What follows belongs to an exercise in optimizing a design on an open flow for small area; a production flow would make more cautious choices. Function was checked by simulation only, so behaviour that the tests miss may differ from the original. Power figures rest on the tool's default switching activity, not on a simulated workload.

==> flow/design.v <==
`timescale 1ns / 1ps
module myclint #(
    parameter ADDR_W  = 32,
    parameter DATA_W  = 32,
    parameter N_CORES = 8
) (
    input                 clk,  
    input                 rt_clk,  
    input                 reset,  
    input                 valid,  
    input  [ADDR_W-1:0]   address,  
    input  [DATA_W-1:0]   wdata,  
    input  [DATA_W/8-1:0] wstrb,  
    output [DATA_W-1:0]   rdata,  
    output                ready,  
    output [N_CORES-1:0]  mtip,  
    output [N_CORES-1:0]  msip   
);
  wire [15:0] a = address[15:0];
  wire write    = &wstrb;
  wire req      = valid & ~reset;
  wire hit_cmp  = (a[15:6] == 10'h100);    
  wire hit_time = (a[15:3] == 13'h17ff);   
  wire hit_msip = (a[15:5] == 11'h000);    
  wire wr       = req & write;
  reg rsp, ready_q;
  always @(posedge clk) begin
    rsp     <= req & (hit_cmp | hit_time | hit_msip);
    ready_q <= rsp;
  end
  assign ready = ready_q;
  reg [1:0] rtc_s;
  reg       rtc_p;
  always @(posedge clk) begin
    if (reset) begin
      rtc_s <= 2'b00;
      rtc_p <= 1'b0;
    end else begin
      rtc_s <= {rtc_s[0], rt_clk};
      rtc_p <= rtc_s[1];
    end
  end
  wire inc = rtc_s[1] & ~rtc_p;
  wire [31:0] wd0     = wdata & {32{~reset}};
  wire        wr_tlo  = reset | (wr & hit_time & ~a[2]);
  wire        wr_thi  = reset | (wr & hit_time &  a[2]);
  reg  [63:0] mtime;
  wire [63:0] mtime_inc = mtime + {63'b0, inc};
  always @(posedge clk) begin
    mtime[31:0]  <= wr_tlo ? wd0 : mtime_inc[31:0];
    mtime[63:32] <= wr_thi ? wd0 : mtime_inc[63:32];
  end
  reg [63:0] cmpn0, cmpn1, cmpn2, cmpn3, cmpn4, cmpn5, cmpn6, cmpn7;
  wire [511:0] cmpn = {cmpn7, cmpn6, cmpn5, cmpn4, cmpn3, cmpn2, cmpn1, cmpn0};
  wire [7:0] wr_cmp_lo, wr_cmp_hi;
  genvar k;
  generate
    for (k = 0; k < 8; k = k + 1) begin : g_cmp
      assign wr_cmp_lo[k] = wr & hit_cmp & (a[5:3] == k) & ~a[2];
      assign wr_cmp_hi[k] = wr & hit_cmp & (a[5:3] == k) &  a[2];
    end
  endgenerate
  wire [31:0] wdn = ~wdata & {32{~reset}};
  always @(posedge clk) begin 
    if (reset | wr_cmp_lo[0]) cmpn0[31:0]  <= wdn; 
    if (reset | wr_cmp_hi[0]) cmpn0[63:32] <= wdn; 
  end
  always @(posedge clk) begin 
    if (reset | wr_cmp_lo[1]) cmpn1[31:0]  <= wdn; 
    if (reset | wr_cmp_hi[1]) cmpn1[63:32] <= wdn; 
  end
  always @(posedge clk) begin 
    if (reset | wr_cmp_lo[2]) cmpn2[31:0]  <= wdn; 
    if (reset | wr_cmp_hi[2]) cmpn2[63:32] <= wdn; 
  end
  always @(posedge clk) begin 
    if (reset | wr_cmp_lo[3]) cmpn3[31:0]  <= wdn; 
    if (reset | wr_cmp_hi[3]) cmpn3[63:32] <= wdn; 
  end
  always @(posedge clk) begin 
    if (reset | wr_cmp_lo[4]) cmpn4[31:0]  <= wdn; 
    if (reset | wr_cmp_hi[4]) cmpn4[63:32] <= wdn; 
  end
  always @(posedge clk) begin 
    if (reset | wr_cmp_lo[5]) cmpn5[31:0]  <= wdn; 
    if (reset | wr_cmp_hi[5]) cmpn5[63:32] <= wdn; 
  end
  always @(posedge clk) begin 
    if (reset | wr_cmp_lo[6]) cmpn6[31:0]  <= wdn; 
    if (reset | wr_cmp_hi[6]) cmpn6[63:32] <= wdn; 
  end
  always @(posedge clk) begin 
    if (reset | wr_cmp_lo[7]) cmpn7[31:0]  <= wdn; 
    if (reset | wr_cmp_hi[7]) cmpn7[63:32] <= wdn; 
  end
  generate
    for (k = 0; k < 8; k = k + 1) begin : g_ge
      myclint_ge64 u_ge (.m(mtime), .cn(cmpn[64*k +: 64]), .ge(mtip[k]));
    end
  endgenerate
  reg [7:0] msip_q;
  generate
    for (k = 0; k < 8; k = k + 1) begin : g_msip
      always @(posedge clk)
        if (reset | (wr & hit_msip & (a[4:2] == k))) msip_q[k] <= wdata[0] & ~reset;
    end
  endgenerate
  assign msip = msip_q;
  wire [15:0] rs_cmp;
  wire [7:0]  rs_msip;
  generate
    for (k = 0; k < 16; k = k + 1) begin : g_rs_cmp
      assign rs_cmp[k] = hit_cmp & (a[5:2] == k);
    end
    for (k = 0; k < 8; k = k + 1) begin : g_rs_msip
      assign rs_msip[k] = hit_msip & (a[4:2] == k);
    end
  endgenerate
  wire rs_tlo = hit_time & ~a[2];
  wire rs_thi = hit_time &  a[2];
  reg [31:0] rsel;
  integer i;
  always @(*) begin
    rsel = ({32{rs_tlo}} & mtime[31:0]) | ({32{rs_thi}} & mtime[63:32]);
    for (i = 0; i < 16; i = i + 1)
      rsel = rsel | ({32{rs_cmp[i]}} & ~cmpn[32*i +: 32]);
    rsel[0] = rsel[0] | (|(rs_msip & msip_q));
  end
  reg [31:0] rdata_q;
  always @(posedge clk) if (valid) rdata_q <= rsel;
  assign rdata = rdata_q;
endmodule
module myclint_ge64 (input [63:0] m, input [63:0] cn, output ge);
  wire [8:0] c0;
  assign c0[1] = m[0] | cn[0];
  assign c0[2] = (m[1] & cn[1]) | (m[1] & c0[1]) | (cn[1] & c0[1]);
  assign c0[3] = (m[2] & cn[2]) | (m[2] & c0[2]) | (cn[2] & c0[2]);
  assign c0[4] = (m[3] & cn[3]) | (m[3] & c0[3]) | (cn[3] & c0[3]);
  assign c0[5] = (m[4] & cn[4]) | (m[4] & c0[4]) | (cn[4] & c0[4]);
  assign c0[6] = (m[5] & cn[5]) | (m[5] & c0[5]) | (cn[5] & c0[5]);
  assign c0[7] = (m[6] & cn[6]) | (m[6] & c0[6]) | (cn[6] & c0[6]);
  assign c0[8] = (m[7] & cn[7]) | (m[7] & c0[7]) | (cn[7] & c0[7]);
  wire [8:0] c1;
  assign c1[1] = m[8] & cn[8];
  assign c1[2] = (m[9] & cn[9]) | (m[9] & c1[1]) | (cn[9] & c1[1]);
  assign c1[3] = (m[10] & cn[10]) | (m[10] & c1[2]) | (cn[10] & c1[2]);
  assign c1[4] = (m[11] & cn[11]) | (m[11] & c1[3]) | (cn[11] & c1[3]);
  assign c1[5] = (m[12] & cn[12]) | (m[12] & c1[4]) | (cn[12] & c1[4]);
  assign c1[6] = (m[13] & cn[13]) | (m[13] & c1[5]) | (cn[13] & c1[5]);
  assign c1[7] = (m[14] & cn[14]) | (m[14] & c1[6]) | (cn[14] & c1[6]);
  assign c1[8] = (m[15] & cn[15]) | (m[15] & c1[7]) | (cn[15] & c1[7]);
  wire p1 = &(m[15:8] | cn[15:8]);
  wire [8:0] c2;
  assign c2[1] = m[16] & cn[16];
  assign c2[2] = (m[17] & cn[17]) | (m[17] & c2[1]) | (cn[17] & c2[1]);
  assign c2[3] = (m[18] & cn[18]) | (m[18] & c2[2]) | (cn[18] & c2[2]);
  assign c2[4] = (m[19] & cn[19]) | (m[19] & c2[3]) | (cn[19] & c2[3]);
  assign c2[5] = (m[20] & cn[20]) | (m[20] & c2[4]) | (cn[20] & c2[4]);
  assign c2[6] = (m[21] & cn[21]) | (m[21] & c2[5]) | (cn[21] & c2[5]);
  assign c2[7] = (m[22] & cn[22]) | (m[22] & c2[6]) | (cn[22] & c2[6]);
  assign c2[8] = (m[23] & cn[23]) | (m[23] & c2[7]) | (cn[23] & c2[7]);
  wire p2 = &(m[23:16] | cn[23:16]);
  wire [8:0] c3;
  assign c3[1] = m[24] & cn[24];
  assign c3[2] = (m[25] & cn[25]) | (m[25] & c3[1]) | (cn[25] & c3[1]);
  assign c3[3] = (m[26] & cn[26]) | (m[26] & c3[2]) | (cn[26] & c3[2]);
  assign c3[4] = (m[27] & cn[27]) | (m[27] & c3[3]) | (cn[27] & c3[3]);
  assign c3[5] = (m[28] & cn[28]) | (m[28] & c3[4]) | (cn[28] & c3[4]);
  assign c3[6] = (m[29] & cn[29]) | (m[29] & c3[5]) | (cn[29] & c3[5]);
  assign c3[7] = (m[30] & cn[30]) | (m[30] & c3[6]) | (cn[30] & c3[6]);
  assign c3[8] = (m[31] & cn[31]) | (m[31] & c3[7]) | (cn[31] & c3[7]);
  wire p3 = &(m[31:24] | cn[31:24]);
  wire [8:0] c4;
  assign c4[1] = m[32] & cn[32];
  assign c4[2] = (m[33] & cn[33]) | (m[33] & c4[1]) | (cn[33] & c4[1]);
  assign c4[3] = (m[34] & cn[34]) | (m[34] & c4[2]) | (cn[34] & c4[2]);
  assign c4[4] = (m[35] & cn[35]) | (m[35] & c4[3]) | (cn[35] & c4[3]);
  assign c4[5] = (m[36] & cn[36]) | (m[36] & c4[4]) | (cn[36] & c4[4]);
  assign c4[6] = (m[37] & cn[37]) | (m[37] & c4[5]) | (cn[37] & c4[5]);
  assign c4[7] = (m[38] & cn[38]) | (m[38] & c4[6]) | (cn[38] & c4[6]);
  assign c4[8] = (m[39] & cn[39]) | (m[39] & c4[7]) | (cn[39] & c4[7]);
  wire p4 = &(m[39:32] | cn[39:32]);
  wire [8:0] c5;
  assign c5[1] = m[40] & cn[40];
  assign c5[2] = (m[41] & cn[41]) | (m[41] & c5[1]) | (cn[41] & c5[1]);
  assign c5[3] = (m[42] & cn[42]) | (m[42] & c5[2]) | (cn[42] & c5[2]);
  assign c5[4] = (m[43] & cn[43]) | (m[43] & c5[3]) | (cn[43] & c5[3]);
  assign c5[5] = (m[44] & cn[44]) | (m[44] & c5[4]) | (cn[44] & c5[4]);
  assign c5[6] = (m[45] & cn[45]) | (m[45] & c5[5]) | (cn[45] & c5[5]);
  assign c5[7] = (m[46] & cn[46]) | (m[46] & c5[6]) | (cn[46] & c5[6]);
  assign c5[8] = (m[47] & cn[47]) | (m[47] & c5[7]) | (cn[47] & c5[7]);
  wire p5 = &(m[47:40] | cn[47:40]);
  wire [8:0] c6;
  assign c6[1] = m[48] & cn[48];
  assign c6[2] = (m[49] & cn[49]) | (m[49] & c6[1]) | (cn[49] & c6[1]);
  assign c6[3] = (m[50] & cn[50]) | (m[50] & c6[2]) | (cn[50] & c6[2]);
  assign c6[4] = (m[51] & cn[51]) | (m[51] & c6[3]) | (cn[51] & c6[3]);
  assign c6[5] = (m[52] & cn[52]) | (m[52] & c6[4]) | (cn[52] & c6[4]);
  assign c6[6] = (m[53] & cn[53]) | (m[53] & c6[5]) | (cn[53] & c6[5]);
  assign c6[7] = (m[54] & cn[54]) | (m[54] & c6[6]) | (cn[54] & c6[6]);
  assign c6[8] = (m[55] & cn[55]) | (m[55] & c6[7]) | (cn[55] & c6[7]);
  wire p6 = &(m[55:48] | cn[55:48]);
  wire [8:0] c7;
  assign c7[1] = m[56] & cn[56];
  assign c7[2] = (m[57] & cn[57]) | (m[57] & c7[1]) | (cn[57] & c7[1]);
  assign c7[3] = (m[58] & cn[58]) | (m[58] & c7[2]) | (cn[58] & c7[2]);
  assign c7[4] = (m[59] & cn[59]) | (m[59] & c7[3]) | (cn[59] & c7[3]);
  assign c7[5] = (m[60] & cn[60]) | (m[60] & c7[4]) | (cn[60] & c7[4]);
  assign c7[6] = (m[61] & cn[61]) | (m[61] & c7[5]) | (cn[61] & c7[5]);
  assign c7[7] = (m[62] & cn[62]) | (m[62] & c7[6]) | (cn[62] & c7[6]);
  assign c7[8] = (m[63] & cn[63]) | (m[63] & c7[7]) | (cn[63] & c7[7]);
  wire p7 = &(m[63:56] | cn[63:56]);
  wire t0_0g = c1[8] | (p1 & c0[8]);
  wire t0_1g = c3[8] | (p3 & c2[8]);
  wire t0_1p = p3 & p2;
  wire t0_2g = c5[8] | (p5 & c4[8]);
  wire t0_2p = p5 & p4;
  wire t0_3g = c7[8] | (p7 & c6[8]);
  wire t0_3p = p7 & p6;
  wire t1_0g = t0_1g | (t0_1p & t0_0g);
  wire t1_1g = t0_3g | (t0_3p & t0_2g);
  wire t1_1p = t0_3p & t0_2p;
  wire t2_0g = t1_1g | (t1_1p & t1_0g);
  assign ge = t2_0g;
endmodule
==> flow/flow/run.sh <==
#!/bin/bash
# Own layout flow: the standard ORFS flow (standard.sh) with
#  - synthesis using an area-oriented abc script (flow/synth.tcl, flow/area.abc),
#  - the smallest buffer on the ports,
#  - a clock tree of small clock buffers without dummy loads.
# Each step's full log stays in orfs/logs/ (ORFS writes one per step); make's
# own output goes to flow_make.log in the work folder.
set -euo pipefail
W=$(pwd)
export OWN_FLOW_DIR=$W/flow
CTS="-sink_clustering_enable -repair_clock_nets -dont_use_dummy_load"
CTS="$CTS -buf_list {sky130_fd_sc_hd__clkbuf_8} -root_buf sky130_fd_sc_hd__clkbuf_16"
CTS="$CTS -sink_clustering_size 16 -sink_clustering_max_diameter 100"
bash standard.sh \
  SYNTH_SCRIPT=$W/flow/synth.tcl \
  "BUFFER_PORTS_ARGS=-buffer_cell sky130_fd_sc_hd__buf_1" \
  "CTS_ARGS=$CTS" \
  finish > $W/flow_make.log 2>&1
==> flow/flow/area.abc <==
&get -n
&st
&syn2
&dch
&nf -R 1000
&put
==> flow/flow/synth.tcl <==
# The standard flow's synthesis script (synth_recipe.tcl), with the abc step given an
# area-oriented script; everything else, the flip-flop mapping included, is as
# in the standard synthesis.
proc synth {args} { yosys synth -nofsm -noshare {*}$args }
proc abc {args} {
  set i [lsearch -exact $args -script]
  if {$i >= 0} { lset args [expr {$i + 1}] $::env(OWN_FLOW_DIR)/area.abc }
  yosys abc {*}$args
}
source $::env(SCRIPTS_DIR)/synth.tcl
# left out here: clear keep_hierarchy, flatten, clean up, hide names made inside functions, write 1_2_yosys.v
==> flow/standard.sh <==
#!/bin/bash
# synth_recipe.tcl (not shown) runs the flow's synth.tcl, then flattens the netlist and writes it again
# the make line also repeats each setting of config.mk as NAME=value (left out here)
make -C /OpenROAD-flow-scripts/flow DESIGN_CONFIG=/design/flow/config.mk WORK_HOME=/design/flow/orfs CLKGATE_MAP_FILE= SYNTH_SCRIPT=/design/flow/synth_recipe.tcl "${@:-finish}"
==> flow/config.mk <==
export PLATFORM = sky130hd
export DESIGN_NAME = myclint
export DESIGN_NICKNAME = myclint
export VERILOG_FILES = /design/flow/design.v
export SDC_FILE = /design/flow/constraint.sdc
export NUM_CORES = 4
export LEC_CHECK = 0
export CAP_MARGIN = 20
export CORE_MARGIN = 2
export CORE_UTILIZATION = 40
export GPL_TIMING_DRIVEN = 0
export SLEW_MARGIN = 20
==> flow/constraint.sdc <==
create_clock -name core_clock -period 6.0 [get_ports {clk}]
set_input_delay 1.2000 -clock core_clock [delete_from_list [all_inputs] [get_ports {clk}]]
set_output_delay 1.2000 -clock core_clock [all_outputs]
set_load 0.01 [all_outputs]
==> qor.yml, run 1 <==
cts:
  cts-root-buf: "clkbuf_16"
  tritoncts: "built"
  clk_path_buf_depth: 3
  numCtsBuffers: 44
  htreeDepth: 2
  insertion_delay_ns: 0.59
  clock-sinks: 621
  clk_pin_slew_ns: 0.11
status:
  status: "finished clean"
place:
  gp_congestion: 0.943
  place_hpwl_mm: 82.8
  place_area_um2: 31500
  place_inst: 3530
  numPortBuffers: 102
  pre_cts_slack_ns: -0.681
critical_path:
  cpPeakStageDelay_ns: 0.59
  rr_endpoint: "mtime[63]"
  r2r_cells: 21
  end_kind: "output port"
  crit_fanout: 21
  path_class: "flip-flop to output port"
  start_kind: "flip-flop"
  crit_path_top_delay_cell: "dfxtp_2"
  worstPathRequired_ns: 4.80
  ff2ff_setup_slack_ns: 0.18
  worstReg2RegStart: "mtime[16]"
  crit_path_cell_trace: "o22ai_1, o21ai_0, o221ai_1, a21oi_1, a221oi_2, o41ai_2, a222oi_1, o21ai_2, a221oi_1, o21ai_2, a31oi_2, o21ai_0, buf_4, buf_1"
  cp.arrival_ns: 4.74
grt:
  grt_pass1_vias: 23500
  grt_max_degree: 57
  grt_util_all_layers: 0.306
  grt_pass1_wl_mm: 167
  grt_overflow: 0
  antenna_found_initial: 2
worst_hold_path:
  min_path_cells: 0
  min_to: "ready_q"
  hold_class: "flip-flop to flip-flop"
  min_from: "rsp"
routing:
  wire_per_inst_um: 32.6
  vias_per_cell: 7.12
  num_vias: 25500
  post-route-drc-count: 0
  firstDrtPassIters: 7
  ant_nets: 0
  drt_iter0_markers: 4721
  wirelength_mm: 116
synthesis:
  yosysUniqueCellTypes: 39
  syn_area_um2: 28600
  synth_area_leaders: "edfxtp_1 (58%), o22ai_1 (11%), dfxtp_1 (4.8%)"
  synth_commonest_cells: "edfxtp_1 (552), o22ai_1 (486), nor2_1 (279)"
  ys.flop_type: "edfxtp_1"
  post-synth-top-area-cell: "edfxtp_1"
  syn_avg_cell_area_um2: 11.8
  synth_top_area_frac: 0.580
  netlist_instances: 2413
  ys_seq_area_frac: 0.628
  ys_warn_count: 1
  synthMostInstantiatedCell: "edfxtp_1"
  synth_edf_count: 552
  ys_async_sr_fraction: 0
  synthesis.nets: 2487
  synth-seq-cells: 621
die:
  die_y_um: 271
  die_area_um2: 73600
  die_width_um: 271
  pin_count: 121
  initial_core_util: 0.402
  fp.coreArea_um2: 71100
  rows: 98
sta:
  tns_ns: 0
  slew_headroom: 0.191
  hold_violations: 0
  drv_slew: 0
  fin_crit_sh: 0.989
  rsz0062_at_grt: "false"
  clock-skew-final_ns: 0.0288
  max_freq_mhz: 168
  tightest_slew_ns: 1.20
  setup_viol: 0
  fin_crit_ns: 5.94
  setup_slack_ns: 0.0642
final_layout:
  nNetsFinal: 2700
  fin_area_um2: 32300
  drive_gt1_frac: 0.0789
  area_growth_pct: 13.1
  final_cells: 3574
  nFillCells: 6513
  antenna_cells: 0
pwr:
  power_leakage_nw: 9.97
  max-vdd-ir-drop_mv: 0.180
  power_density_nw_per_um2: 276
job:
  cap_violations: 0
layout by cell type, fill, tap and decap left out, types with 9 or more instances in the layout:
master,synthesis,final
buf_6,0,37
nor2_2,0,18
o31ai_4,0,16
nand2_1,153,135
a222oi_1,9,9
o221ai_1,14,14
a22oi_1,91,91
mux2i_1,32,32
xor2_1,16,16
or3_1,9,9
nand2_2,0,13
and3_1,11,10
nor2b_1,11,10
buf_16,0,11
nor2_1,279,260
o211ai_1,57,57
nor4_1,41,35
a221oi_1,112,111
buf_1,0,99
o22ai_1,486,486
edfxtp_1,552,552
nand3_1,36,36
clkbuf_8,0,39
nor3_1,43,41
nand4_1,52,52
xnor2_1,33,33
dfxtp_1,69,61
o21ai_0,99,95
a21oi_1,119,119
area by class of cell:
class | count | area, µm² | share of cell area
flip-flops and latches | 621 | 18000 | 0.556
well taps | 950 | 1190 | 0.0368
repair buffers | 167 | 1380 | 0.0426
plain buffers | 8 | 60.1 | 0.00186
clock buffers | 44 | 662 | 0.0205
multi-input cells | 1776 | 11000 | 0.341
inverters | 8 | 35.0 | 0.00108
per-stage QoR:
stage                     utilization  power, mW  hold slack, ns
final                           0.455       8.93           0.341
after floorplan                     -       6.14           0.310
after global routing            0.455       9.17           0.355
after global placement          0.424       6.73           0.320
after detailed placement        0.444       6.79           0.316
after CTS                       0.454       8.86           0.344
where the power goes:
group	internal (mW)	switching (mW)
clock	0.743	1.41
sequential	5.08	0.548
combinational	0.431	0.718
worst max-delay path by stage:
stage                from   endpoint  slack (ns)  cells after the start
6_report         mtime[2]    mtip[3]        0.06                     14
5_1_grt          mtime[2]    mtip[7]        0.01                     16
4_1_cts         mtime[16]  mtime[63]        0.04                     21
3_5_place_dp     mtime[1]    mtip[3]       -0.68                     14
3_3_place_gp   address[2]  cmpn5[40]       -5.95                      4
2_1_floorplan  address[6]  cmpn2[32]        0.28                      5
what timing repair did:
action	CTS	global route
hold endpoints to repair	0	0
resized for setup	20	14
setup endpoints to repair	13	7
buffers inserted	0	0
pin swaps	0	1
hold buffers	0	0
critical path: cells and delay by family (launching register included):
family | cells | cell delay (ns)
compound gates | 12 | 3.26
flops | 1 | 0.59
buf+inv | 2 | 0.28
kinds of logic (layout without fill, tap and decap cells):
kind of cell / after synthesis / in the layout / share of synthesized area
xor+xnor: 49 / 49 / 0.0150
buf+inv: 16 / 227 / 0.00315
mux: 32 / 32 / 0.0112
simple gates: 660 / 660 / 0.104
flops: 621 / 621 / 0.628
fa+ha+maj: 2 / 2 / 0.000875
compound gates: 1033 / 1033 / 0.237
layer usage:
metal | vias up | global-route usage | part of all wire | wire [µm]
met5 | - | 0 | 0.00015 | 18
met4 | 4 | 0.120 | 0.042 | 4900
met3 | 254 | 0.0506 | 0.12 | 14300
met2 | 2105 | 0.444 | 0.42 | 49400
met1 | 12500 | 0.455 | 0.41 | 47800
li1 | 10600 | - | - | -
flip-flops by register name, indices dropped and copies added, names as in the netlist:
| name | cells |
|---|---|
| rsp | 1 |
| cmpn3 | 64 |
| cmpn7 | 64 |
| rdata_q | 32 |
| rtc_p | 1 |
| cmpn6 | 64 |
| cmpn2 | 64 |
| cmpn1 | 64 |
| rtc_s | 2 |
| cmpn0 | 64 |
| cmpn4 | 64 |
| ready_q | 1 |
| msip_q | 8 |
| mtime | 64 |
| cmpn5 | 64 |
==> inputs of run 2 (changes only) <==
==> flow/flow/area.abc (replaced) <==
&get -n
&st
&dc2
&syn2
&dch
&nf -R 1000 -p
&st
&dch
&nf -R 1000 -p
&put
--- a/flow/config.mk
+++ b/flow/config.mk
@@ -8,5 +8,4 @@
 export CAP_MARGIN = 20
 export CORE_MARGIN = 2
 export CORE_UTILIZATION = 40
-export GPL_TIMING_DRIVEN = 0
 export SLEW_MARGIN = 20
==> qor.yml, run 2 <==
cts:
  cts_hold_buffers: 0  # unchanged
  post_cts_resize_count: 6  # -70%
  numCtsBuffers: 44  # unchanged
  cts-root-buf: "clkbuf_16"
  clock-sinks: 621  # unchanged
  htreeDepth: 2  # unchanged
  insertion_delay_ns: 0.60  # about the same
  clk_pin_slew_ns: 0.11  # about the same
  clk_path_buf_depth: 3  # unchanged
  tritoncts: "built"
  postCtsSetupRepairBufs: 0  # unchanged
synthesis:
  yosys.area_share.xor_xnor: 0.00462  # -0.0104
  syn_area_um2: 28500  # -0.45%
  ys_seq_area_frac: 0.631  # +0.00284
  syn_avg_cell_area_um2: 12.2  # +3.1%
  synthSimpleGateAreaFrac: 0.0961  # -0.00819
  ys.flop_type: "edfxtp_1"
  synth_fa_ha_area_frac: 0.00123  # +0.000356
  synthMostInstantiatedCell: "edfxtp_1"
  ys_async_sr_fraction: 0  # unchanged
  synthesis.nets: 2405  # -3.3%
  synth_top_family_by_area: "compound AO/OA/AOI/OAI gates"
  synth_commonest_cells: "edfxtp_1 (552), o22ai_1 (373), nor2_1 (209)"
  synth_area_leaders: "edfxtp_1 (58%), o22ai_1 (8.2%), dfxtp_1 (4.9%)"
  synthMuxAreaShare: 0  # -0.0112
  synth-seq-cells: 621  # unchanged
  synth_edf_count: 552  # unchanged
  yosysUniqueCellTypes: 53  # +36%
  netlist_instances: 2331  # -3.4%
  synth-compound-area-share: 0.265  # +0.0272
  post-synth-top-area-cell: "edfxtp_1"
  synth_top_area_frac: 0.582  # +0.00263
  ys_warn_count: 1  # unchanged
final_layout:
  fin_area_um2: 31400  # -2.8%
  final_common_cell: "edfxtp_1"
  drive_gt1_frac: 0.0678  # -0.0110
  nNetsFinal: 2626  # -2.7%
  final_cell_mix: "edfxtp_1 (552), o22ai_1 (373), nor2_1 (195), o21ai_0 (163), a22oi_1 (159)"
  area_growth_pct: 10.4
  utilization: 0.447  # -0.00757
sta:
  max_freq_mhz: 165  # -1.8%
  drv_slew: 0  # unchanged
  fin_crit_sh: 1.01  # +0.0185
  clock-skew-final_ns: 0.0364  # +0.00759 ns
  holdWs_ns: 0.351  # +0.00980 ns
  tightest_slew_ns: 1.15  # -0.0466 ns
  hold_violations: 0  # unchanged
  setup_slack_ns: -0.0470  # -0.111 ns
  setup_viol: 1  # +1
  slew_headroom: 0.228  # +0.0367
  fin_crit_ns: 6.05  # +0.111 ns
grt:
  grt_pass1_wl_mm: 179  # +7.1%
  antenna_found_initial: 5  # +3
  grt_overflow: 0  # unchanged
  grt_pass1_vias: 23900  # +1.7%
  grt_max_degree: 65  # +14%
  grt_util_all_layers: 0.338  # +0.0320
place:
  numPortBuffers: 102  # unchanged
  gp_congestion: 1.02  # +7.7%
  place_area_um2: 30600  # -2.9%
  pre_cts_slack_ns: 0.367  # +1.05 ns
  place_hpwl_mm: 87.5  # +5.8%
routing:
  firstDrtPassIters: 9  # +2
  wirelength_mm: 128  # +9.8%
  vias_per_cell: 7.40  # +3.9%
  wire_per_inst_um: 36.6  # +12%
  post-route-drc-count: 0  # unchanged
  drt_iter0_markers: 5738  # +22%
  ant_nets: 0  # unchanged
  num_vias: 25800  # +1.5%
worst_hold_path:
  hold_class: "flip-flop to flip-flop"
die:
  die_area_um2: 73300  # -0.45%
  fp.coreArea_um2: 70300  # -1.2%
  rows: 97  # -1.0%
  die_width_um: 271  # -0.22%
  pin_count: 121  # unchanged
  initial_core_util: 0.405  # +0.00301
  die_y_um: 271  # -0.22%
status:
  status: "failed layout checks"
  so_faults: "setup timing"
pwr:
  total_power_mw: 8.02  # -10%
  power_leakage_nw: 9.37  # -6.0%
  max-vdd-ir-drop_mv: 0.162  # -9.7%
  power_density_nw_per_um2: 255  # -7.6%
critical_path:
  path_class: "flip-flop to output port"
  crit_fanout: 18  # -14%
  cp.arrival_ns: 4.85  # +0.11 ns
  start_kind: "flip-flop"
  end_kind: "output port"
  worstPathRequired_ns: 4.80  # about the same
job:
  cap_violations: 0  # unchanged
## run 2: cell count changes in the layout (fill, tap and decap cells not counted), sizes merged, moves of 52 or more
cell    delta
o21ai     +67
o211ai    -52
nor2      -70
a22oi     +68
o22ai    -113
a221oi    -54
## run 2: metrics by stage
step / TNS [ns] / cells
after floorplan: 0 / 2331
after global placement: 0 / 3444
after detailed placement: 0 / 3444
after CTS: 0 / 3488
after global routing: -0.00151 / 3490
final: -0.0470 / 3492
## run 2: worst max-delay path, cell delays in order (launching register included)
cell	delay (ns)
dfxtp_4	0.48
o22ai_1	0.11
o21ai_0	0.29
o221ai_1	0.26
a21oi_1	0.25
a221oi_1	0.09
o21ai_0	0.20
o221ai_1	0.12
a21oi_1	0.35
a221oi_1	0.12
o32ai_1	0.75
a31o_1	0.27
a21oi_1	0.08
o21ai_0	0.63
buf_1	0.23
## run 2: report_power, final
part	total [mW]	switching, mW	internal, mW
clock	2.16	1.42	0.743
combinational	0.472	0.354	0.118
sequential	5.39	0.343	5.05
total	8.02	2.11	5.91
## run 2: metal layers
metal	vias to the layer above	wire, µm	global-route usage
met5	-	76	0
li1	10500	-	-
met4	8	6110	0.131
met1	12600	49900	0.485
met2	2432	52200	0.477
met3	398	19600	0.101
## run 2: cell type report
class,instances,area (µm²)
flip-flops and latches,621,18000
multi-input cells,1699,10600
clock buffers,44,662
fillers,6436,38800
diodes,2,5.00
inverters,3,11.3
repair buffers,183,1030
well taps,940,1180
## run 2: worst paths after layout
check,from,end,slack (ns),cells after the start
max,mtime[2],mtip[5],-0.05,14
min,rsp,ready_q,0.35,0
max reg2reg,mtime[0],mtime[63],0.61,21
min reg2reg,rsp,ready_q,0.35,0
## run 2: cell families (layout without fill, tap and decap cells)
group,after synthesis,after routing
xor gates and xnor gates,15,15
and+or+nand+nor,587,587
adders and majority gates,3,3
other,0,2
buffers and inverters,11,230
DFF,621,621
AOI/OAI and AO/OA,1094,1094
==> inputs of run 3 (changes only) <==
--- a/flow/config.mk
+++ b/flow/config.mk
@@ -8,4 +8,5 @@
 export CAP_MARGIN = 20
 export CORE_MARGIN = 2
 export CORE_UTILIZATION = 40
+export SETUP_SLACK_MARGIN = 0.2
 export SLEW_MARGIN = 20
==> qor.yml, run 3 <==
sta:
  max_freq_mhz: 172  # +4.3%
  setup_viol: 0  # -1
  fin_crit_ns: 5.80  # -0.250 ns
  slew_headroom: 0.241  # +0.0132
  fin_crit_sh: 0.966  # -0.0416
  drv_slew: 0  # unchanged
  rsz0062_at_grt: "true"
  tightest_slew_ns: 1.13  # -0.0198 ns
  clock-skew-final_ns: 0.0350  # -0.00134 ns
  hold_violations: 0  # unchanged
  setup_slack_ns: 0.203  # +0.250 ns
  tns_ns: 0  # +0.0470 ns
synthesis:
  synth_top_family_by_area: "compound AO/OA/AOI/OAI gates"
  netlist_instances: 2331  # unchanged
  synth_area_leaders: "edfxtp_1 (58%), o22ai_1 (8.2%), dfxtp_1 (4.9%)"
  yosysUniqueCellTypes: 53  # unchanged
  ys_warn_count: 1  # unchanged
  ys_async_sr_fraction: 0  # unchanged
  synth_edf_count: 552  # unchanged
  synthesis.nets: 2405  # unchanged
  synth_top_area_frac: 0.582  # unchanged
  synthMostInstantiatedCell: "edfxtp_1"
  synth_fa_ha_area_frac: 0.00123  # unchanged
  synthSimpleGateAreaFrac: 0.0961  # unchanged
  ys_seq_area_frac: 0.631  # unchanged
  synth-compound-area-share: 0.265  # unchanged
  yosys.area_share.xor_xnor: 0.00462  # unchanged
  syn_area_um2: 28500  # unchanged
  synth_commonest_cells: "edfxtp_1 (552), o22ai_1 (373), nor2_1 (209)"
  post-synth-top-area-cell: "edfxtp_1"
  syn_avg_cell_area_um2: 12.2  # unchanged
  synthMuxAreaShare: 0  # unchanged
  synth-seq-cells: 621  # unchanged
  ys.flop_type: "edfxtp_1"
cts:
  htreeDepth: 2  # unchanged
  insertion_delay_ns: 0.59  # about the same
  clk_path_buf_depth: 3  # unchanged
  cts_hold_buffers: 0  # unchanged
  clock-sinks: 621  # unchanged
  numCtsBuffers: 44  # unchanged
  tritoncts: "built"
  clk_pin_slew_ns: 0.11  # about the same
  cts-root-buf: "clkbuf_16"
place:
  gp_congestion: 1.02  # unchanged
  place_inst: 3444  # unchanged
  numPortBuffers: 102  # unchanged
  place_area_um2: 30600  # unchanged
  pre_cts_slack_ns: 0.367  # unchanged
  place_hpwl_mm: 87.5  # unchanged
pwr:
  power_leakage_nw: 9.39  # +0.17%
  max-vdd-ir-drop_mv: 0.159  # -2.0%
  power_density_nw_per_um2: 255  # -0.19%
die:
  die_width_um: 271  # unchanged
  initial_core_util: 0.405  # unchanged
  fp.coreArea_um2: 70300  # unchanged
  die_y_um: 271  # unchanged
  die_area_um2: 73300  # unchanged
  rows: 97  # unchanged
  pin_count: 121  # unchanged
final_layout:
  area_growth_pct: 10.6
  fin_area_um2: 31500  # +0.14%
  drive_gt1_frac: 0.0713  # +0.00347
  nNetsFinal: 2628  # +0.076%
  final_cells: 3494  # +0.057%
  final_common_cell: "edfxtp_1"
  final_cell_mix: "edfxtp_1 (552), o22ai_1 (372), nor2_1 (195), o21ai_0 (160), a22oi_1 (159)"
critical_path:
  crit_fanout: 10  # -8
  end_kind: "output port"
  worstReg2RegStart: "mtime[0]"
  start_kind: "flip-flop"
  path_class: "flip-flop to output port"
  worstPathRequired_ns: 4.80  # about the same
  cp.arrival_ns: 4.60  # -0.25 ns
  r2r_cells: 21  # unchanged
  cp-startpoint: "mtime[2]"
grt:
  grt_util_all_layers: 0.338  # about the same
  antenna_found_initial: 5  # unchanged
  grt_overflow: 0  # unchanged
  grt_pass1_wl_mm: 179  # about the same
  grt_max_degree: 65  # unchanged
  grt_pass1_vias: 23900  # -0.0042%
routing:
  vias_per_cell: 7.43  # +0.39%
  post-route-drc-count: 0  # unchanged
  num_vias: 26000  # +0.45%
  drt_iter0_markers: 5675  # -1.1%
  ant_nets: 0  # unchanged
  wirelength_mm: 128  # +0.33%
  wire_per_inst_um: 36.7  # +0.27%
  firstDrtPassIters: 11  # +2
worst_hold_path:
  min_from: "rsp"
  min_path_cells: 0  # unchanged
  hold_class: "flip-flop to flip-flop"
job:
  cap_violations: 0  # unchanged
status:
  status: "finished clean"
## run 3: cell counts after synthesis
Identical to the previous run, type by type.
## run 3: routing by layer
| metal | up-vias | GRT usage | share of wire |
|---|---|---|---|
| li1 | 10500 | - | - |
| met1 | 12600 | 0.485 | 0.39 |
| met2 | 2488 | 0.477 | 0.41 |
| met3 | 369 | 0.101 | 0.15 |
| met4 | 8 | 0.131 | 0.046 |
| met5 | - | 0 | 0.00038 |
## run 3: cell families after synthesis
| logic type | Yosys count |
|---|---|
| AOI/OAI and AO/OA | 1094 |
| xor gates and xnor gates | 15 |
| adders and majority gates | 3 |
| buffers and inverters | 11 |
| DFF | 621 |
| and+or+nand+nor | 587 |
## run 3: cell type report
type	count	area, µm²
inverter	3	11.3
timing repair buffer	185	1040
multi-input combinational	1699	10600
tap	940	1180
clock buffer	44	662
fill	6429	38800
sequential	621	18000
antenna	2	5.00
## run 3: metrics by stage
step	power, mW	utilization	hold WS, ns
3_5_place_dp	5.91	0.436	0.319
2_1_floorplan	5.53	-	0.310
3_3_place_gp	5.90	0.436	0.341
6_report	8.02	0.448	0.351
4_1_cts	7.96	0.446	0.357
5_1_grt	8.18	0.448	0.366
## run 3: power by group
part | switching (mW) | internal [mW] | total (mW)
clock network | 1.41 | 0.743 | 2.16
registers | 0.344 | 5.05 | 5.39
logic | 0.354 | 0.119 | 0.473
## run 3: final timing paths
check / to / slack (ns)
max: mtip[5] / 0.20
min: ready_q / 0.35
max reg2reg: mtime[63] / 0.73
min reg2reg: ready_q / 0.35
## run 3: timing repair
action / 4_1_cts / 5_1_grt
endpoints found under the hold margin: 0 / 0
gates resized for setup: 10 / 15
gates cloned: 0 / 0
pin swaps: 0 / 3
setup buffers: 0 / 2
setup endpoints to repair: 6 / 7
## run 3: worst max-delay path, cell delays in order (launching register included)
cell and delay, ns:
dfxtp_4 0.44, clkbuf_4 0.23, a22oi_1 0.08, o21ai_0 0.15, o221ai_1 0.26, a21oi_1 0.25, a221oi_1 0.08, o21ai_0 0.20
o221ai_1 0.12, a21oi_1 0.36, a221oi_1 0.12, o32ai_1 0.71, a31o_1 0.26, a21oi_1 0.08, o21ai_1 0.44, buf_1 0.22
==> inputs of run 4 (changes only) <==
==> flow/flow/area.abc (replaced) <==
&get -n
&st
&syn2
&dch
&nf -R 1000
&put
--- a/flow/config.mk
+++ b/flow/config.mk
@@ -8,5 +8,4 @@
 export CAP_MARGIN = 20
 export CORE_MARGIN = 2
 export CORE_UTILIZATION = 40
-export SETUP_SLACK_MARGIN = 0.2
 export SLEW_MARGIN = 20
==> qor.yml, run 4 <==
die:
  rows: 98  # +1.0%
  pin_count: 121  # unchanged
  initial_core_util: 0.402  # -0.00301
  die_y_um: 271  # +0.22%
  die_area_um2: 73600  # +0.45%
  die_width_um: 271  # +0.22%
  fp.coreArea_um2: 71100  # +1.2%
final_layout:
  final_cells: 3594  # +2.9%
  utilization: 0.447  # -0.000513
  area_growth_pct: 11.3
  final_cell_mix: "edfxtp_1 (552), o22ai_1 (486), nor2_1 (269), nand2_1 (149), a21oi_1 (119)"
  antenna_cells: 0  # -2
  drive_gt1_frac: 0.0688  # -0.00248
  fin_area_um2: 31800  # +1.1%
  final_common_cell: "edfxtp_1"
  nNetsFinal: 2720  # +3.5%
synthesis:
  ys_async_sr_fraction: 0  # unchanged
  synth_commonest_cells: "edfxtp_1 (552), o22ai_1 (486), nor2_1 (279)"
  ys_warn_count: 1  # unchanged
  synth_area_leaders: "edfxtp_1 (58%), o22ai_1 (11%), dfxtp_1 (4.8%)"
  synthMostInstantiatedCell: "edfxtp_1"
  synth_top_area_frac: 0.580  # -0.00263
  synth-seq-cells: 621  # unchanged
  synthesis.nets: 2487  # +3.4%
  synth_edf_count: 552  # unchanged
  ys_seq_area_frac: 0.628  # -0.00284
  syn_avg_cell_area_um2: 11.8  # -3.0%
  yosysUniqueCellTypes: 39  # -26%
  syn_area_um2: 28600  # +0.45%
  netlist_instances: 2413  # +3.5%
  ys.flop_type: "edfxtp_1"
  post-synth-top-area-cell: "edfxtp_1"
routing:
  route.met2.wl_mm: 50.4  # -4.7%
  wl_met1_mm: 46.6  # -6.3%
  wirelength_mm: 116  # -9.7%
  route.met3.wl_mm: 14.4  # -27%
  num_vias: 25500  # -1.8%
  top_layer: "met5"
  vias_per_cell: 7.09  # -4.5%
  wire_per_inst_um: 32.2  # -12%
  ant_nets: 0  # unchanged
  drt_iter0_markers: 4546  # -20%
  post-route-drc-count: 0  # unchanged
  firstDrtPassIters: 6  # -5
critical_path:
  ff2ff_setup_slack_ns: 0.47  # -0.26 ns
  critPathCapture: "mtip[1]"
  start_kind: "flip-flop"
  cp_num_buf_inv: 1  # -1
  crit_fanout: 21  # +11
  rr_endpoint: "mtime[63]"
  r2r_cells: 21  # unchanged
  cp.arrival_ns: 4.65  # +0.05 ns
  worstPathRequired_ns: 4.80  # about the same
  cpPeakStageDelay_ns: 0.77  # +0.06 ns
  cp-startpoint: "mtime[2]"
  worstReg2RegStart: "mtime[16]"
  critPathTopFamily: "compound AO/OA/AOI/OAI gates"
  cp.depth: 15  # unchanged
  end_kind: "output port"
  crit_path_top_delay_cell: "o41ai_1"
  path_class: "flip-flop to output port"
  crit_path_cell_trace: "o22ai_1, o21ai_0, o221ai_1, a21oi_1, a221oi_1, o41ai_1, o221ai_1, a21oi_1, a221oi_1, nor4_1, o21ai_0, o211ai_1, nand4_1, o211ai_1, buf_1"
sta:
  setup_viol: 0  # unchanged
  tns_ns: 0  # unchanged
  tightest_slew_ns: 1.24  # +0.109 ns
  setup_slack_ns: 0.153  # -0.0497 ns
  max_freq_mhz: 171  # -0.85%
  hold_violations: 0  # unchanged
  slew_headroom: 0.163  # -0.0786
  fin_crit_sh: 0.974  # +0.00829
  drv_slew: 0  # unchanged
  rsz0062_at_grt: "false"
  clock-skew-final_ns: 0.0469  # +0.0118 ns
  fin_crit_ns: 5.85  # +0.0497 ns
cts:
  htreeDepth: 2  # unchanged
  numCtsBuffers: 44  # unchanged
  clock-sinks: 621  # unchanged
  postCtsSetupRepairBufs: 0  # unchanged
  tritoncts: "built"
  clk_path_buf_depth: 3  # unchanged
  insertion_delay_ns: 0.61  # +0.02 ns
  cts-root-buf: "clkbuf_16"
  clk_pin_slew_ns: 0.10  # about the same
grt:
  grt_pass1_wl_mm: 165  # -7.8%
  grt_pass1_vias: 23500  # -1.9%
  grt_util_all_layers: 0.304  # -0.0336
  grt_max_degree: 43  # -34%
  antenna_found_initial: 2  # -3
  grt_overflow: 0  # unchanged
pwr:
  max-vdd-ir-drop_mv: 0.152  # -4.8%
  power_density_nw_per_um2: 279  # +9.6%
  power_leakage_nw: 9.76  # +4.0%
place:
  pre_cts_slack_ns: 0.456  # +0.0887 ns
  place_area_um2: 31100  # +1.5%
  numPortBuffers: 102  # unchanged
  place_hpwl_mm: 80.3  # -8.3%
  gp_congestion: 0.958  # -5.7%
  place_inst: 3548  # +3.0%
job:
  cap_violations: 0  # unchanged
worst_hold_path:
  hold_class: "flip-flop to flip-flop"
status:
  status: "finished clean"
run 4: layer usage:
| layer | track usage | vias to the layer above |
|---|---|---|
| li1 | - | 10700 |
| met1 | 0.441 | 12500 |
| met2 | 0.453 | 2066 |
| met3 | 0.0600 | 290 |
| met4 | 0.108 | 2 |
| met5 | 0 | - |
run 4: repair_timing:
| action | 4_1_cts | 5_1_grt |
|---|---|---|
| hold buffers | 0 | 0 |
| gates resized for setup | 3 | 2 |
| endpoints found under the hold margin | 0 | 0 |
| endpoints found under the setup margin | 3 | 5 |
run 4: metrics by stage:
stage,hold slack (ns),power (mW)
floorplan,0.310,6.14
global placement,0.319,6.73
detailed placement,0.316,6.75
CTS,0.352,8.83
global route,0.356,9.14
finish,0.345,8.88
run 4: cells by family (layout without fill, tap and decap cells):
kind of cell | Yosys count | in the layout | share of synthesized area
xor gates and xnor gates | 49 | 49 | 0.0150
AOI/OAI and AO/OA | 1033 | 1033 | 0.237
adders and majority gates | 2 | 2 | 0.000875
muxes | 32 | 32 | 0.0112
and+or+nand+nor | 660 | 660 | 0.104
DFF | 621 | 621 | 0.628
buffers and inverters | 16 | 247 | 0.00315
run 4: area by class of cell:
| cell class | count | area [µm²] |
|---|---|---|
| clock buffers | 44 | 662 |
| fillers | 6587 | 39300 |
| inverters | 8 | 30.0 |
| multi-input cells | 1776 | 10900 |
| flip-flops and latches | 621 | 18000 |
| well taps | 950 | 1190 |
| repair buffers | 195 | 1110 |
run 4: worst min-delay path by stage:
stage,slack (ns),to,startpoint,cells after the start
final,0.34,ready_q,rsp,0
after detailed placement,0.32,ready_q,rsp,0
after global placement,0.32,ready_q,rsp,0
after global routing,0.36,ready_q,rsp,0
after floorplan,0.31,ready_q,rsp,0
after CTS,0.35,ready_q,rsp,0
run 4: report_power, final:
part	internal, mW	switching, mW	total [mW]
clock	0.743	1.41	2.15
sequential	5.08	0.466	5.55
combinational	0.409	0.773	1.18
total	6.24	2.65	8.88
==> inputs of run 5 (changes only) <==
--- a/flow/config.mk
+++ b/flow/config.mk
@@ -5,7 +5,7 @@
 export SDC_FILE = /design/flow/constraint.sdc
 export NUM_CORES = 4
 export LEC_CHECK = 0
-export CAP_MARGIN = 20
+export CAP_MARGIN = 5
 export CORE_MARGIN = 2
 export CORE_UTILIZATION = 40
-export SLEW_MARGIN = 20
+export SLEW_MARGIN = 5
==> qor.yml, run 5 <==
critical_path:
  worstPathRequired_ns: 4.80  # about the same
  ff2ff_setup_slack_ns: 0.40  # -0.07 ns
  cp.arrival_ns: 4.59  # -0.06 ns
  start_kind: "flip-flop"
  rr_endpoint: "mtime[63]"
  critPathTopFamily: "compound AO/OA/AOI/OAI gates"
  r2r_cells: 21  # unchanged
  worstReg2RegStart: "mtime[16]"
  end_kind: "output port"
  cpPeakStageDelay_ns: 0.61  # -0.16 ns
  crit_path_top_delay_cell: "o41ai_2"
  crit_path_cell_trace: "a211oi_1, o21ai_0, o221ai_1, a21oi_1, a221oi_1, o41ai_2, o221ai_1, a21oi_1, a221oi_1, o41ai_1, a21oi_1, o21a_1, o21ai_0, buf_1"
  path_class: "flip-flop to output port"
  crit_top_cell: "a21oi_1"
  crit_fanout: 20  # -4.8%
  cp_num_buf_inv: 1  # unchanged
cts:
  insertion_delay_ns: 0.61  # about the same
  clock-sinks: 621  # unchanged
  cts-root-buf: "clkbuf_16"
  cts_hold_buffers: 0  # unchanged
  numCtsBuffers: 44  # unchanged
  tritoncts: "built"
  htreeDepth: 2  # unchanged
  clk_pin_slew_ns: 0.11  # about the same
  clk_path_buf_depth: 3  # unchanged
worst_hold_path:
  min_to: "ready_q"
  hold_class: "flip-flop to flip-flop"
  min_path_cells: 0  # unchanged
  min_from: "rsp"
final_layout:
  utilization: 0.447  # -0.000651
  nFillCells: 6684  # +1.5%
  drive_gt1_frac: 0.0651  # -0.00373
  area_growth_pct: 11.1
  final_common_cell: "edfxtp_1"
  antenna_cells: 0  # unchanged
  regArea_um2: 18000  # unchanged
  nNetsFinal: 2718  # -0.074%
  multi_input_comb_area_um2: 10800  # -0.25%
  final_cell_mix: "edfxtp_1 (552), o22ai_1 (486), nor2_1 (275), nand2_1 (149), a21oi_1 (119)"
  fin_area_um2: 31800  # -0.15%
routing:
  drt_iter0_markers: 4265  # -6.2%
  wire_per_inst_um: 32.2  # about the same
  num_vias: 25200  # -1.1%
  vias_per_cell: 7.02  # -1.0%
  ant_nets: 0  # unchanged
  post-route-drc-count: 0  # unchanged
  wirelength_mm: 116  # -0.10%
  firstDrtPassIters: 6  # unchanged
sta:
  rsz0062_at_grt: "false"
  clock-skew-final_ns: 0.0356  # -0.0112 ns
  slew_headroom: 0.0733  # -0.0894
  tns_ns: 0  # unchanged
  fin_crit_sh: 0.965  # -0.00928
  setup_slack_ns: 0.209  # +0.0557 ns
  setup_viol: 0  # unchanged
  drv_slew: 0  # unchanged
  fin_crit_ns: 5.79  # -0.0557 ns
  tightest_slew_ns: 1.38  # +0.134 ns
  max_freq_mhz: 173  # +0.96%
  hold_violations: 0  # unchanged
synthesis:
  synth_area_leaders: "edfxtp_1 (58%), o22ai_1 (11%), dfxtp_1 (4.8%)"
  synth_commonest_cells: "edfxtp_1 (552), o22ai_1 (486), nor2_1 (279)"
  ys_async_sr_fraction: 0  # unchanged
  synthMostInstantiatedCell: "edfxtp_1"
  ys_seq_area_frac: 0.628  # unchanged
  ys_warn_count: 1  # unchanged
  synth_edf_count: 552  # unchanged
  yosysUniqueCellTypes: 39  # unchanged
  syn_avg_cell_area_um2: 11.8  # unchanged
  synth_top_area_frac: 0.580  # unchanged
  synthesis.nets: 2487  # unchanged
  netlist_instances: 2413  # unchanged
  syn_area_um2: 28600  # unchanged
  post-synth-top-area-cell: "edfxtp_1"
  ys.flop_type: "edfxtp_1"
  synth-seq-cells: 621  # unchanged
grt:
  grt_pass1_wl_mm: 165  # +0.15%
  grt_util_met1: 0.436  # -0.00538
  use_met3: 0.0697  # +0.00973
  grt_util_all_layers: 0.305  # +0.000920
  antenna_found_initial: 2  # unchanged
  grt_use_met2: 0.452  # -0.000940
  grt_pass1_vias: 23500  # +0.17%
  grt_overflow: 0  # unchanged
  grt_max_degree: 43  # unchanged
  grt-busiest-layer: "met2"
place:
  place_area_um2: 31100  # about the same
  pre_cts_slack_ns: 0.467  # +0.0110 ns
  place_hpwl_mm: 80.4  # +0.13%
  gp_congestion: 0.958  # unchanged
  numPortBuffers: 102  # unchanged
die:
  initial_core_util: 0.402  # unchanged
  fp.coreArea_um2: 71100  # unchanged
  die_y_um: 271  # unchanged
  pin_count: 121  # unchanged
  rows: 98  # unchanged
  die_width_um: 271  # unchanged
  die_area_um2: 73600  # unchanged
pwr:
  max-vdd-ir-drop_mv: 0.159  # +4.5%
  total_power_mw: 8.88  # about the same
  power_density_nw_per_um2: 280  # +0.12%
  power_leakage_nw: 9.75  # -0.12%
status:
  status: "finished clean"
job:
  cap_violations: 0  # unchanged
[run 5: cell count changes in the layout (fill, tap and decap cells not counted)]
cell | previous run | this run
nor2_2 | 10 | 4
nor2_1 | 269 | 275
buf_6 | 1 | 0
buf_4 | 90 | 89
nor4_2 | 3 | 1
nor4_1 | 38 | 40
[run 5: cell families (layout without fill, tap and decap cells)]
kind of cell	Yosys count	after routing	share of synthesized area
multiplexers	32	32	0.0112
XOR/XNOR	49	49	0.0150
AO/OA/AOI/OAI	1033	1033	0.237
adder cells (fa/ha/maj)	2	2	0.000875
flip-flops	621	621	0.628
buffers and inverters	16	245	0.00315
AND/OR/NAND/NOR	660	660	0.104
[run 5: how the worst max path moves through the flow]
stage	slack (ns)	endpoint	cells after the start	from
2_1_floorplan	0.28	cmpn2[32]	5	address[6]
3_3_place_gp	0.52	mtip[5]	14	mtime[2]
3_5_place_dp	0.47	mtip[5]	14	mtime[1]
4_1_cts	0.06	mtip[5]	14	mtime[1]
5_1_grt	0.02	mtip[7]	15	mtime[1]
6_report	0.21	mtip[5]	14	mtime[1]
[run 5: through the flow]
step           std cells  hold slack, ns
5_1_grt             3592           0.348
3_5_place_dp        3548           0.319
3_3_place_gp        3548           0.319
6_report            3592           0.341
4_1_cts             3592           0.342
2_1_floorplan       2413           0.310
[run 5: area by class of cell]
type / instances / area share
inverters: 8 / 0.000945
repair buffers: 193 / 0.0345
multi-input cells: 1776 / 0.341
well taps: 950 / 0.0374
clock buffers: 44 / 0.0208
flip-flops and latches: 621 / 0.565
[run 5: report_power, final]
part | internal, mW | switching, mW
Clock | 0.743 | 1.41
Combinational | 0.408 | 0.769
Sequential | 5.08 | 0.469
[run 5: metal layers]
metal	share of wire	wire, µm
met3	0.13	15300
met1	0.40	45800
met5	0.00012	14
met2	0.43	50100
met4	0.040	4590
[run 5: timing repair]
item,4_1_cts,5_1_grt
pin swaps,0,0
gates resized for setup,3,2
hold endpoints to repair,0,0
cloned,0,0
setup endpoints to repair,3,5
setup buffers,0,0
==> inputs of run 6 (changes only) <==
--- a/flow/flow/run.sh
+++ b/flow/flow/run.sh
@@ -10,7 +10,7 @@
 export OWN_FLOW_DIR=$W/flow
 CTS="-sink_clustering_enable -repair_clock_nets -dont_use_dummy_load"
 CTS="$CTS -buf_list {sky130_fd_sc_hd__clkbuf_8} -root_buf sky130_fd_sc_hd__clkbuf_16"
-CTS="$CTS -sink_clustering_size 16 -sink_clustering_max_diameter 100"
+CTS="$CTS -sink_clustering_size 14 -sink_clustering_max_diameter 100"
 bash standard.sh \
   SYNTH_SCRIPT=$W/flow/synth.tcl \
   "BUFFER_PORTS_ARGS=-buffer_cell sky130_fd_sc_hd__buf_1" \
--- a/flow/config.mk
+++ b/flow/config.mk
@@ -5,7 +5,7 @@
 export SDC_FILE = /design/flow/constraint.sdc
 export NUM_CORES = 4
 export LEC_CHECK = 0
-export CAP_MARGIN = 5
+export CAP_MARGIN = 20
 export CORE_MARGIN = 2
 export CORE_UTILIZATION = 40
-export SLEW_MARGIN = 5
+export SLEW_MARGIN = 20
==> qor.yml, run 6 <==
pwr:
  max-vdd-ir-drop_mv: 0.178  # +12%
  power_density_nw_per_um2: 282  # +0.93%
  power_leakage_nw: 9.80  # +0.51%
critical_path:
  crit_fanout: 21  # +5.0%
  r2r_cells: 21  # unchanged
  end_kind: "output port"
  cp.arrival_ns: 4.62  # +0.03 ns
  path_class: "flip-flop to output port"
  start_kind: "flip-flop"
  worstPathRequired_ns: 4.80  # about the same
sta:
  fin_crit_sh: 0.970  # +0.00479
  slew_headroom: 0.213  # +0.140
  hold_violations: 0  # unchanged
  rsz0062_at_grt: "false"
  tns_ns: 0  # unchanged
  setup_slack_ns: 0.180  # -0.0287 ns
  tightest_slew_ns: 1.18  # -0.202 ns
  drv_slew: 0  # unchanged
  setup_viol: 0  # unchanged
  max_freq_mhz: 172  # -0.49%
  clock-skew-final_ns: 0.0377  # +0.00202 ns
  fin_crit_ns: 5.82  # +0.0287 ns
final_layout:
  final_cell_mix: "edfxtp_1 (552), o22ai_1 (486), nor2_1 (269), nand2_1 (149), a21oi_1 (119)"
  nNetsFinal: 2725  # +0.26%
  drive_gt1_frac: 0.0706  # +0.00549
  final_common_cell: "edfxtp_1"
  fin_area_um2: 31900  # +0.38%
  area_growth_pct: 11.5
  antenna_cells: 0  # unchanged
worst_hold_path:
  min_path_cells: 0  # unchanged
  hold_class: "flip-flop to flip-flop"
status:
  status: "finished clean"
cts:
  cts_hold_buffers: 0  # unchanged
  cts-root-buf: "clkbuf_16"
  postCtsSetupRepairBufs: 0  # unchanged
  htreeDepth: 2  # unchanged
  clk_path_buf_depth: 3  # unchanged
  tritoncts: "built"
  clk_pin_slew_ns: 0.10  # about the same
  insertion_delay_ns: 0.58  # -0.03 ns
  post_cts_resize_count: 3  # unchanged
  clock-sinks: 621  # unchanged
  numCtsBuffers: 50  # +14%
grt:
  antenna_found_initial: 2  # unchanged
  grt_max_degree: 43  # unchanged
  grt_pass1_wl_mm: 165  # about the same
  grt_util_all_layers: 0.305  # -0.000319
  grt_overflow: 0  # unchanged
  grt_pass1_vias: 23600  # +0.14%
synthesis:
  synth-seq-cells: 621  # unchanged
  syn_avg_cell_area_um2: 11.8  # unchanged
  synth_edf_count: 552  # unchanged
  yosysUniqueCellTypes: 39  # unchanged
  ys_async_sr_fraction: 0  # unchanged
  ys_seq_area_frac: 0.628  # unchanged
  syn_area_um2: 28600  # unchanged
  ys_warn_count: 1  # unchanged
  ys.flop_type: "edfxtp_1"
  synthMostInstantiatedCell: "edfxtp_1"
  synth_top_area_frac: 0.580  # unchanged
  synthesis.nets: 2487  # unchanged
  synth_commonest_cells: "edfxtp_1 (552), o22ai_1 (486), nor2_1 (279)"
  synth_area_leaders: "edfxtp_1 (58%), o22ai_1 (11%), dfxtp_1 (4.8%)"
  netlist_instances: 2413  # unchanged
  post-synth-top-area-cell: "edfxtp_1"
place:
  place_hpwl_mm: 80.3  # -0.13%
  numPortBuffers: 102  # unchanged
  pre_cts_slack_ns: 0.456  # -0.0110 ns
  place_area_um2: 31100  # about the same
  gp_congestion: 0.958  # unchanged
routing:
  firstDrtPassIters: 9  # +3
  drt_iter0_markers: 4482  # +5.1%
  num_vias: 25200  # +0.10%
  vias_per_cell: 7.01  # about the same
  ant_nets: 0  # unchanged
  wirelength_mm: 116  # about the same
  wire_per_inst_um: 32.2  # -0.15%
  post-route-drc-count: 0  # unchanged
job:
  cap_violations: 0  # unchanged
die:
  die_area_um2: 73600  # unchanged
  rows: 98  # unchanged
  pin_count: 121  # unchanged
  fp.coreArea_um2: 71100  # unchanged
  die_width_um: 271  # unchanged
  initial_core_util: 0.402  # unchanged
  die_y_um: 271  # unchanged
## run 6: cell counts after synthesis
Identical to the previous run, type by type.
## run 6: path summary, 6_finish.rpt
check	startpoint	endpoint	slack, ns
min	rsp	ready_q	0.35
max	mtime[2]	mtip[5]	0.18
min reg2reg	rsp	ready_q	0.35
max reg2reg	mtime[16]	mtime[63]	0.48
## run 6: layer usage
metal | track usage | wire length [µm] | share of wire | up-vias
met5 | 0 | 9 | 0.000078 | -
met4 | 0.116 | 5070 | 0.044 | 2
li1 | - | - | - | 10700
met1 | 0.442 | 46600 | 0.40 | 12300
met2 | 0.452 | 50000 | 0.43 | 1955
met3 | 0.0589 | 14100 | 0.12 | 305
## run 6: cell type report
class | instances | area (µm²)
inverters | 8 | 30.0
clock buffers | 50 | 744
multi-input cells | 1776 | 10900
fillers | 6556 | 39200
flip-flops and latches | 621 | 18000
well taps | 950 | 1190
repair buffers | 194 | 1110
## run 6: per-stage QoR
step	util	std cells	hold slack (ns)	power (mW)
6_report	0.448	3599	0.348	9.00
5_1_grt	0.448	3599	0.355	9.26
4_1_cts	0.448	3598	0.350	8.95
3_5_place_dp	0.437	3548	0.316	6.75
3_3_place_gp	0.437	3548	0.319	6.73
2_1_floorplan	-	2413	0.310	6.14
## run 6: cells by family (layout without fill, tap and decap cells)
| family | count (synthesis) | in the layout | synth area share |
|---|---|---|---|
| compound gates | 1033 | 1033 | 0.237 |
| simple gates | 660 | 660 | 0.104 |
| flops | 621 | 621 | 0.628 |
| xor+xnor | 49 | 49 | 0.0150 |
| mux | 32 | 32 | 0.0112 |
| buf+inv | 16 | 252 | 0.00315 |
| fa+ha+maj | 2 | 2 | 0.000875 |
## run 6: worst max-delay path, cell delays in order, from the launching register on
cell	delay, ns
dfxtp_2	0.58
o22ai_1	0.15
o21ai_0	0.26
o221ai_1	0.23
a21oi_1	0.23
a221oi_1	0.12
o41ai_2	0.56
o221ai_1	0.25
a21oi_1	0.24
a221oi_1	0.12
o41ai_1	0.58
a21oi_1	0.20
o21a_1	0.22
o21ai_0	0.11
buf_1	0.18
## run 6: where the power goes
part           internal, mW  leakage [nW]  switching [mW]
combinational         0.409          3.50           0.772
clock                 0.827         0.385            1.44
sequential             5.08          5.91           0.466
total                  6.32          9.80            2.68
==> inputs of run 7 (changes only) <==
==> flow/flow/area.abc (replaced) <==
&get -n
&st
&dc2
&syn2
&dch
&nf -R 1000 -p
&st
&dch
&nf -R 1000 -p
&put
--- a/flow/config.mk
+++ b/flow/config.mk
@@ -8,4 +8,5 @@
 export CAP_MARGIN = 20
 export CORE_MARGIN = 2
 export CORE_UTILIZATION = 40
+export SETUP_SLACK_MARGIN = 0.2
 export SLEW_MARGIN = 20
==> qor.yml, run 7 <==
status:
  status: "finished clean"
sta:
  clock-skew-final_ns: 0.0526  # +0.0150 ns
  rsz0062_at_grt: "true"
  drv_slew: 0  # unchanged
  hold_violations: 0  # unchanged
  fin_crit_ns: 5.76  # -0.0647 ns
  setup_viol: 0  # unchanged
  max_freq_mhz: 174  # +1.1%
  tns_ns: 0  # unchanged
  slew_headroom: 0.246  # +0.0324
  holdWs_ns: 0.349  # +0.000650 ns
  tightest_slew_ns: 1.13  # -0.0484 ns
  setup_slack_ns: 0.245  # +0.0647 ns
  fin_crit_sh: 0.959  # -0.0108
job:
  cap_violations: 0  # unchanged
final_layout:
  nFillCells: 6424  # -2.0%
  final_common_cell: "edfxtp_1"
  drive_gt1_frac: 0.0743  # +0.00368
  fin_area_um2: 31600  # -0.99%
  area_growth_pct: 10.9
  multi_input_comb_area_um2: 10600  # -2.3%
  regArea_um2: 18000  # about the same
  final_cell_mix: "edfxtp_1 (552), o22ai_1 (373), nor2_1 (194), o21ai_0 (160), a22oi_1 (159)"
  nNetsFinal: 2634  # -3.3%
  final_cells: 3504  # -2.6%
  utilization: 0.449  # +0.000901
cts:
  tritoncts: "built"
  clock-sinks: 621  # unchanged
  cts_hold_buffers: 0  # unchanged
  insertion_delay_ns: 0.61  # +0.03 ns
  numCtsBuffers: 50  # unchanged
  clk_pin_slew_ns: 0.10  # about the same
  cts-root-buf: "clkbuf_16"
  htreeDepth: 2  # unchanged
  clk_path_buf_depth: 3  # unchanged
synthesis:
  ys_seq_area_frac: 0.631  # +0.00284
  synthSimpleGateAreaFrac: 0.0961  # -0.00819
  synth-compound-area-share: 0.265  # +0.0272
  ys_warn_count: 1  # unchanged
  post-synth-top-area-cell: "edfxtp_1"
  synthMostInstantiatedCell: "edfxtp_1"
  synthMuxAreaShare: 0  # -0.0112
  synth_top_family_by_area: "compound AO/OA/AOI/OAI gates"
  yosysUniqueCellTypes: 53  # +36%
  synth-seq-cells: 621  # unchanged
  synth_top_area_frac: 0.582  # +0.00263
  synth_commonest_cells: "edfxtp_1 (552), o22ai_1 (373), nor2_1 (209)"
  synth_edf_count: 552  # unchanged
  synth_area_leaders: "edfxtp_1 (58%), o22ai_1 (8.2%), dfxtp_1 (4.9%)"
  syn_area_um2: 28500  # -0.45%
  netlist_instances: 2331  # -3.4%
  ys_async_sr_fraction: 0  # unchanged
  yosys.area_share.xor_xnor: 0.00462  # -0.0104
  syn_avg_cell_area_um2: 12.2  # +3.1%
  ys.flop_type: "edfxtp_1"
  synth_fa_ha_area_frac: 0.00123  # +0.000356
  synthesis.nets: 2405  # -3.3%
die:
  initial_core_util: 0.405  # +0.00301
  die_width_um: 271  # -0.22%
  die_area_um2: 73300  # -0.45%
  pin_count: 121  # unchanged
  fp.coreArea_um2: 70300  # -1.2%
  die_y_um: 271  # -0.22%
  rows: 97  # -1.0%
routing:
  wirelength_mm: 128  # +11%
  num_vias: 25900  # +2.7%
  ant_nets: 0  # unchanged
  firstDrtPassIters: 9  # unchanged
  post-route-drc-count: 0  # unchanged
  vias_per_cell: 7.40  # +5.5%
  drt_iter0_markers: 5631  # +26%
  wire_per_inst_um: 36.6  # +14%
critical_path:
  path_class: "flip-flop to output port"
  r2r_cells: 21  # unchanged
  end_kind: "output port"
  cp.arrival_ns: 4.56  # -0.06 ns
  worstPathRequired_ns: 4.80  # about the same
  start_kind: "flip-flop"
  crit_fanout: 18  # -14%
pwr:
  power_density_nw_per_um2: 258  # -8.6%
  max-vdd-ir-drop_mv: 0.166  # -6.7%
  power_leakage_nw: 9.43  # -3.7%
  total_power_mw: 8.14  # -9.5%
grt:
  grt_overflow: 0  # unchanged
  antenna_found_initial: 5  # +3
  grt_pass1_wl_mm: 179  # +8.7%
  grt_util_all_layers: 0.339  # +0.0343
  grt_max_degree: 65  # +51%
  grt_pass1_vias: 24100  # +2.2%
place:
  place_inst: 3444  # -2.9%
  gp_congestion: 1.02  # +6.0%
  place_hpwl_mm: 87.5  # +9.0%
  pre_cts_slack_ns: 0.367  # -0.0887 ns
  numPortBuffers: 102  # unchanged
  place_area_um2: 30600  # -1.5%
worst_hold_path:
  hold_class: "flip-flop to flip-flop"
  min_path_cells: 0  # unchanged
run 7: cell count changes in the layout (fill, tap and decap cells not counted), moves of 24 or more:
cell / delta
mux2i_1: -32
nor2_1: -75
a222oi_1: +32
nand4_1: -39
a21oi_1: -53
o211ai_1: -52
a221oi_1: -54
o22a_1: +50
a22oi_1: +68
o22ai_1: -113
o21ai_0: +61
xnor2_1: -24
run 7: area by class of cell:
type | count | share of cell area
Clock buffer | 50 | 0.0236
Tap cell | 940 | 0.0373
Multi-Input combinational cell | 1699 | 0.336
Antenna cell | 6 | 0.000476
Sequential cell | 621 | 0.569
Inverter | 3 | 0.000357
Timing Repair Buffer | 185 | 0.0330
run 7: routing by layer:
metal,part of all wire,track usage,wire [µm],vias up
met5,0.00022,0,28,-
met4,0.045,0.139,5840,4
met3,0.15,0.106,19900,383
met2,0.41,0.475,52800,2491
met1,0.39,0.484,49800,12600
li1,-,-,-,10500
run 7: power by group:
group          internal, mW  total (mW)  switching [mW]
logic                 0.119       0.477           0.358
clock network         0.828        2.27            1.45
registers              5.05        5.39           0.345
run 7: repair_timing:
item | in CTS | in global routing
endpoints found under the setup margin | 6 | 7
setup buffers | 0 | 1
gates cloned | 0 | 0
hold endpoints to repair | 0 | 0
resized for setup | 11 | 15
pin swaps | 0 | 4
run 7: worst paths after layout:
check,start,to,slack [ns]
worst max register to register,mtime[0],mtime[63],0.70
worst min register to register,rsp,ready_q,0.35
worst min-delay path,rsp,ready_q,0.35
worst max-delay path,mtime[2],mtip[5],0.24
run 7: critical path, stage by stage (launching register included):
cell	delay, ns
dfxtp_4	0.47
o22ai_1	0.11
o21ai_0	0.30
o221ai_1	0.26
a21oi_1	0.26
a221oi_1	0.09
o21ai_0	0.20
o221ai_1	0.12
a21oi_1	0.34
a221oi_1	0.12
o32ai_1	0.70
a31o_1	0.26
a21oi_1	0.08
o21ai_1	0.43
buf_1	0.22
run 7: cell families after synthesis:
| logic type | Yosys count |
|---|---|
| simple gates | 587 |
| buf+inv | 11 |
| xor+xnor | 15 |
| fa+ha+maj | 3 |
| flops | 621 |
| compound gates | 1094 |

separate check: timing with driven ports:
No port has a modelled driver above. Below, the same layouts with a new extraction and two added sets of constraints. Step 1: set_driving_cell puts a clkbuf_16 on clk and a buf_2 on each other input, an assumption about the parent block. Step 2 also shifts input and output timing later by t, the mid clock arrival at the registers, as if the neighbouring blocks saw the same clock. Three values: ideal ports, drivers, drivers and shift; two values: the first two.
| run | shift t [ns] | setup WS [ns] | worst register clock-pin slew, ns | worst data-port slew with drivers (ns) |
|---|---|---|---|---|
| run 1 | 0.642 | 0.064 / -0.001 / 0.176 | 0.12 / 0.12 | 0.10 |
| run 2 | 0.648 | -0.047 / -0.114 / 0.534 | 0.12 / 0.12 | 0.23 |
| run 3 | 0.647 | 0.203 / 0.137 / 0.728 | 0.12 / 0.12 | 0.24 |
| run 4 | 0.649 | 0.153 / 0.089 / 0.473 | 0.12 / 0.12 | 0.12 |
| run 5 | 0.655 | 0.209 / 0.145 / 0.405 | 0.12 / 0.12 | 0.13 |
| run 6 | 0.640 | 0.180 / 0.117 / 0.477 | 0.10 / 0.10 | 0.13 |
| run 7 | 0.642 | 0.245 / 0.189 / 0.703 | 0.12 / 0.12 | 0.24 |
